From an optimization exercise on the open Yosys and OpenROAD flow, aimed at small area and a short achievable clock period; shortcuts taken in it are not production practice.
At most, simulation tests tie the RTL to the original design; equivalence was not proved.
Power is estimated from default activity; no workload was simulated.

Setup of run A:
==> flow/design.v (excerpt) <==
module mac (
    input  logic clk,
    input  logic rst,
    input  logic signed [15:0] a_in,
    input  logic signed [15:0] b_in,
    input  logic acc_clear,
    output logic acc_out_valid,
    output logic signed [34:0] acc_out
);
Size in the first run: about 1100 cells after synthesis, roughly 95 flip-flops, roughly 71 I/O pins, ~11000 um2 of cells after synthesis.
export LEC_CHECK = 0
export CAP_MARGIN = 20
export CORE_MARGIN = 2
export CORE_UTILIZATION = 40
export SETUP_SLACK_MARGIN = 3.5
export SLEW_MARGIN = 20
export SYNTH_HIERARCHICAL = 1
export SYNTH_MINIMUM_KEEP_SIZE = 0
export TNS_END_PERCENT = 100
create_clock -name core_clock -period 7.5 [get_ports {clk}]
standard.sh (not shown) runs the stock make flow with config.mk's settings and CLKGATE_MAP_FILE= SYNTH_SCRIPT=/design/flow/synth_recipe.tcl, a recipe that flattens the netlist after the stock synthesis.
==> flow/flow/run.sh <==
#!/bin/bash
# Standard ORFS layout (the standard.sh, standard synthesis unchanged); the only
# difference is the cell used for the port buffers that buffer_ports inserts.
set -euo pipefail
export BUFFER_PORTS_ARGS="-buffer_cell sky130_fd_sc_hd__buf_2"
bash standard.sh > standard_flow.log 2>&1
No stage failed in run A, and the final checks on the layout all came back clean.
Edits applied to the flow inputs when going from run A to run B:
- TNS_END_PERCENT no longer set, was 100
- SETUP_SLACK_MARGIN now 4.5, was 3.5
==> flow/run.sh (new file) <==
#!/bin/bash
# synth_recipe.tcl (not shown) runs the flow's synth.tcl, then flattens the netlist and writes it again
# the make line also repeats each setting of config.mk as NAME=value (left out here)
make -C /OpenROAD-flow-scripts/flow DESIGN_CONFIG=/design/flow/config.mk WORK_HOME=/design/flow/orfs CLKGATE_MAP_FILE= SYNTH_SCRIPT=/design/flow/synth_recipe.tcl finish
removed: flow/flow/run.sh
removed: flow/standard.sh
## What came out
Run B against run A; final cell area excluding filler cells is up by more than 10%.
Taking run A as the reference, in run B first-pass GRT wire length higher, sequential share of layout area lower, leakage power higher, clock skew roughly the same, area growth from synthesis to layout higher.
Run B ended up with met2 as its busiest metal layer after global routing; run A ended up with met1.
Summary — global-route usage over all layers, run B relative to run A: higher, by 0.74 points.
Relative to run A, clock-buffer cell count has gone down in run B.
Comparing run B with run A, the fmax came out essentially unchanged.
Setup changes, run B to run C
- putting TNS_END_PERCENT at 0 where nothing was set
- swapping 20 for 60 in SLEW_MARGIN
==> flow/flow/run.sh (new file) <==
#!/bin/bash
# Standard ORFS layout (the standard.sh, standard synthesis unchanged); the only
# difference is the cell used for the port buffers that buffer_ports inserts.
set -euo pipefail
export BUFFER_PORTS_ARGS="-buffer_cell sky130_fd_sc_hd__buf_2"
bash standard.sh > standard_flow.log 2>&1
==> flow/standard.sh (new file) <==
#!/bin/bash
# synth_recipe.tcl (not shown) runs the flow's synth.tcl, then flattens the netlist and writes it again
# the make line also repeats each setting of config.mk as NAME=value (left out here)
make -C /OpenROAD-flow-scripts/flow DESIGN_CONFIG=/design/flow/config.mk WORK_HOME=/design/flow/orfs CLKGATE_MAP_FILE= SYNTH_SCRIPT=/design/flow/synth_recipe.tcl "${@:-finish}"
removed: flow/run.sh
- The stage delay of the slowest cell on the critical path of run C falls short of that of run B by 0.03 ns.
- Shortest period the worst path allows (lower): run C
- [run C] worst hold slack fell 0.010 ns relative to run B
> inputs changed (run C -> run D)
- CORE_UTILIZATION: 40 -> 60
The design area on run D is in line with that on run C. Compare run C and run D | worst slack after detailed placement lower: run C. NOTE number of vias in the routed layout run C->run D increased by a few percent. Re total power: run C was lower than run D. Across both runs, post-route clock period utilization was higher for run D than for run C. The final layout from run D, which completed every stage, passed the timing, design-rule and antenna checks at the end of the flow.
Relative to run D, the following input files were edited for run E:
- CORE_UTILIZATION changed from 60 to 40
- SLEW_MARGIN changed from 60 to 20
==> comparison <==
For run E, the highest-delay cell along the critical path was sky130_fd_sc_hd__fa_1, unlike run D, where it was sky130_fd_sc_hd__a221o_1.
Compared to run D, run E has non-clock buffer count about 6% lower.
Run E against run D: area growth from synthesis to layout rose by 1.2 points, smallest hold slack rose by 0.0058 ns.
Run D and run E ended up with nearly the same highest clock rate.

* * *

== job 101 ==
mac again, from the RTL that the note above started with.
clock: 7.5 ns
lec_check: 0
cap_margin: 20
core_margin: 2
core_utilization: 40
setup_slack_margin: 4.5
slew_margin: 60
synth_hierarchical: 1
synth_minimum_keep_size: 0
tns_end_percent: 30
==> flow/flow/run.sh <==
#!/bin/bash
# Standard ORFS layout (the standard.sh, standard synthesis unchanged); the only
# difference is the cell used for the port buffers that buffer_ports inserts.
set -euo pipefail
export BUFFER_PORTS_ARGS="-buffer_cell sky130_fd_sc_hd__buf_2"
bash standard.sh > standard_flow.log 2>&1
Every stage of the flow completed for job 101, and the final layout passed the timing, design-rule and antenna checks.
> inputs changed (job 101 -> job 102)
Settings: TNS_END_PERCENT now 20, was 30; SLEW_MARGIN now 20, was 60.
==> run notes <==
Job 102: critical path depth is 1 higher than what job 101 reported. For clock network fraction of design power, job 102 and job 101 come out practically identical. [job 102] maximum clock frequency fell about 0.8% relative to job 101. Routed wire in job 102 totals less than in job 101. Global-route usage: job 102 vs job 101 down 0.81 points. Design area for job 102: 220 um^2 down relative to job 101. On worst setup slack: between job 102 and job 101, it ends up higher for job 101. Job 102 ends up with lower power after layout than job 101 does. The via count of job 102 is lower than that of job 101. Between job 102 and job 101, the cell area reported after detailed placement is higher for job 101. In the reports for job 102 and job 101, the smaller worst-case vdd ir drop belongs to job 101.
### job 102 -> job 103
Settings: TNS_END_PERCENT changed from 20 to 0.
==> flow/run.sh (new file) <==
#!/bin/bash
# synth_recipe.tcl (not shown) runs the flow's synth.tcl, then flattens the netlist and writes it again
# the make line also repeats each setting of config.mk as NAME=value (left out here)
make -C /OpenROAD-flow-scripts/flow DESIGN_CONFIG=/design/flow/config.mk WORK_HOME=/design/flow/orfs CLKGATE_MAP_FILE= SYNTH_SCRIPT=/design/flow/synth_recipe.tcl finish
removed: flow/flow/run.sh
removed: flow/standard.sh
Findings:
Against job 102, job 103 reports a met2 routed wirelength that is higher.
The area of all sequential standard cells in job 103 sits about 1.2% below the value recorded for job 102.
Changes observed in job 103 relative to job 102: total routing usage reported by global routing has increased; sequential cell fraction of total power has decreased.
Combinational share of power up 0.2 points in job 103 wrt job 102
Worst path arrival time: higher on job 102
Routed wire length: lower on job 102
Non-clock buffer total of the final layout: job 103 vs job 102 up about 0.7%
Total power (higher): job 102

* * *

mac, a different RTL version from the one above (not shown whole).
For scale: ~1,100 cells after synthesis, roughly 110 flip-flops, about 71 I/O pins, about 11,000 sq um of cells after synthesis.
clock: 7.5 ns
lec_check: 0
cap_margin: 20
core_margin: 2
core_utilization: 50
setup_slack_margin: 4.5
slew_margin: 60
synth_hierarchical: 1
synth_minimum_keep_size: 0
tns_end_percent: 0
==> flow/flow/run.sh <==
#!/bin/bash
# Standard ORFS layout (the standard.sh, standard synthesis unchanged); the only
# difference is the cell used for the port buffers that buffer_ports inserts.
set -euo pipefail
export BUFFER_PORTS_ARGS="-buffer_cell sky130_fd_sc_hd__buf_2"
bash standard.sh > standard_flow.log 2>&1
Then changed:
- CORE_UTILIZATION: 50 -> 40
- SETUP_SLACK_MARGIN: 4.5 -> 3.4
What happened: Worst setup slack is worse by 0.18 ns. Combinational power came out lower by about 6%. Critical path depth climbs by 3. Worst hold slack is about the same.
Then changed:
- SETUP_SLACK_MARGIN: 3.4 -> 4.0
What happened:
- wire length is about the same
- utilization goes up by 1.4 points
- worst setup slack improved by 0.16 ns
- via count stays flat
- critical path depth goes down by 1
- die area is unchanged
- sequential power goes up by about 1%
- worst hold slack hardly moves
- final area goes up by 3.0%
Then changed:
- SETUP_SLACK_MARGIN: 4.0 -> 3.55
Result: Maximum frequency falls by 2.5%; worst hold slack gets worse by 0.0051 ns; final area decreases by 2.0%.
Then changed:
- SETUP_SLACK_MARGIN: 3.55 -> 3.8
=> The changed run completed with no timing, DRC or antenna violations. Design area increases by 2.8%. Wire length went up by 0.32%. Setup slack gains 0.10 ns. Via count rose by 1.8%. Synthesized area stays the same. Hold slack is better by 0.0077 ns. Die area stays the same. Flip-flop and latch count is unchanged. Clock-buffer cell count rises by 1. Synthesized cell count does not change. Register-to-register slack improves by 0.05 ns.
Then changed:
- SETUP_SLACK_MARGIN: 3.8 -> 4.5
What happened: Utilization went down by 0.34 points; non-clock buffer count went down by 9; wire length went down by 0.46%; setup slack gets worse by 0.0051 ns.

* * *

== lane 1 ==
Another version of the RTL of mac (not shown whole).
Size in the first run: about 1,300 cells after synthesis, ~110 flip-flops.
==> flow/config.mk <==
export PLATFORM = sky130hd
export DESIGN_NAME = mac
export DESIGN_NICKNAME = mac
export VERILOG_FILES = /design/flow/design.v
export SDC_FILE = /design/flow/constraint.sdc
export NUM_CORES = 4
export LEC_CHECK = 0
export CAP_MARGIN = 20
export CORE_MARGIN = 2
export CORE_UTILIZATION = 40
export SLEW_MARGIN = 20
export SYNTH_HIERARCHICAL = 1
export SYNTH_MINIMUM_KEEP_SIZE = 0
==> flow/constraint.sdc <==
create_clock -name core_clock -period 7.5 [get_ports {clk}]
set_input_delay 1.5000 -clock core_clock [delete_from_list [all_inputs] [get_ports {clk}]]
set_output_delay 1.5000 -clock core_clock [all_outputs]
set_load 0.01 [all_outputs]
run.sh (not shown) runs the stock make flow with config.mk's settings and CLKGATE_MAP_FILE= SYNTH_SCRIPT=/design/flow/synth_recipe.tcl, a recipe that flattens the netlist after the stock synthesis.
Stock flow here: none of the scripts above is used.
Lane 1: PASS, flow complete, no timing, DRC or antenna violations
#### Input delta (lane 2 over lane 1)
Settings: SETUP_SLACK_MARGIN now 2.5, previously not set.
Findings:
- When lane 2 is set beside lane 1, its relative slew slack turns out to be 0.47 points smaller.
- On routed wire length, lane 1 and lane 2 are neck and neck.
- Lane 2 vs. lane 1: area added between synthesis and finish went up by 0.16 points.
- The fraction of cell area in non-clock buffers was comparable across lane 1 and lane 2.
- Sequential share of cell area essentially unchanged between lane 2 and lane 1.
- Diff lane 2..lane 1 | average routed wire per standard cell | negligible
- Between lane 1 and lane 2, the difference in internal power contribution is negligible.
No functional check of the RTL was part of any run of this note.

static timing again, ports no longer ideal:
The flow's constraints put no driver on any port. The routed layouts listed below were extracted and timed again, unchanged, in two steps. Step 1 assumes that a clkbuf_16 drives the clock port and a buf_2 every other input. Step 2 adds t to the input delays and takes it off the output delays; t is the mean of the earliest and latest rising clock arrival at the registers after step 1. Input paths then give back, and output paths get back, about the clock's delay inside the block. Slacks: no drivers / after step 1 / after step 2; pairs: no drivers / after step 1.
| run | t, ns | setup slack, ns | latest minus earliest clock arrival (ns) | worst register clock-pin slew, ns | pins driven straight from the clock port |
|---|---|---|---|---|---|
| run A | 0.405 | 3.218 / 3.218 / 2.958 | 0.012 / 0.012 | 0.07 / 0.07 | 1 |
| run B | 0.394 | 3.219 / 3.219 / 3.064 | 0.013 / 0.013 | 0.08 / 0.08 | 1 |
| run C | 0.404 | 3.264 / 3.243 / 3.058 | 0.012 / 0.012 | 0.08 / 0.08 | 1 |
| run D | 0.402 | 3.234 / 3.191 / 3.144 | 0.015 / 0.014 | 0.08 / 0.08 | 1 |
| run E | 0.404 | 3.232 / 3.232 / 3.077 | 0.009 / 0.010 | 0.07 / 0.07 | 1 |
| job 101 | 0.412 | 3.218 / 3.218 / 3.179 | 0.013 / 0.013 | 0.08 / 0.08 | 1 |
| job 102 | 0.405 | 3.183 / 3.183 / 3.055 | 0.008 / 0.008 | 0.07 / 0.07 | 1 |
| job 103 | 0.401 | 3.213 / 3.210 / 3.084 | 0.010 / 0.011 | 0.07 / 0.07 | 1 |
| the first run of note 3 | 0.402 | 3.723 / 3.676 / 3.420 | 0.015 / 0.015 | 0.08 / 0.08 | 1 |
| the second run of note 3 | 0.411 | 3.541 / 3.525 / 3.411 | 0.015 / 0.014 | 0.08 / 0.08 | 1 |
| the third run of note 3 | 0.413 | 3.704 / 3.674 / 3.355 | 0.012 / 0.013 | 0.08 / 0.08 | 1 |
| the fourth run of note 3 | 0.416 | 3.605 / 3.556 / 3.282 | 0.022 / 0.021 | 0.09 / 0.09 | 1 |
| the fifth run of note 3 | 0.408 | 3.709 / 3.666 / 3.438 | 0.017 / 0.017 | 0.09 / 0.09 | 1 |
| the sixth run of note 3 | 0.413 | 3.704 / 3.674 / 3.355 | 0.012 / 0.013 | 0.08 / 0.08 | 1 |
| lane 1 | 0.462 | 2.565 / 2.523 / 2.985 | 0.017 / 0.017 | 0.07 / 0.07 | 1 |
| lane 2 | 0.462 | 2.721 / 2.679 / 3.084 | 0.015 / 0.015 | 0.07 / 0.07 | 1 |
After both steps setup and hold are still met in every run listed.
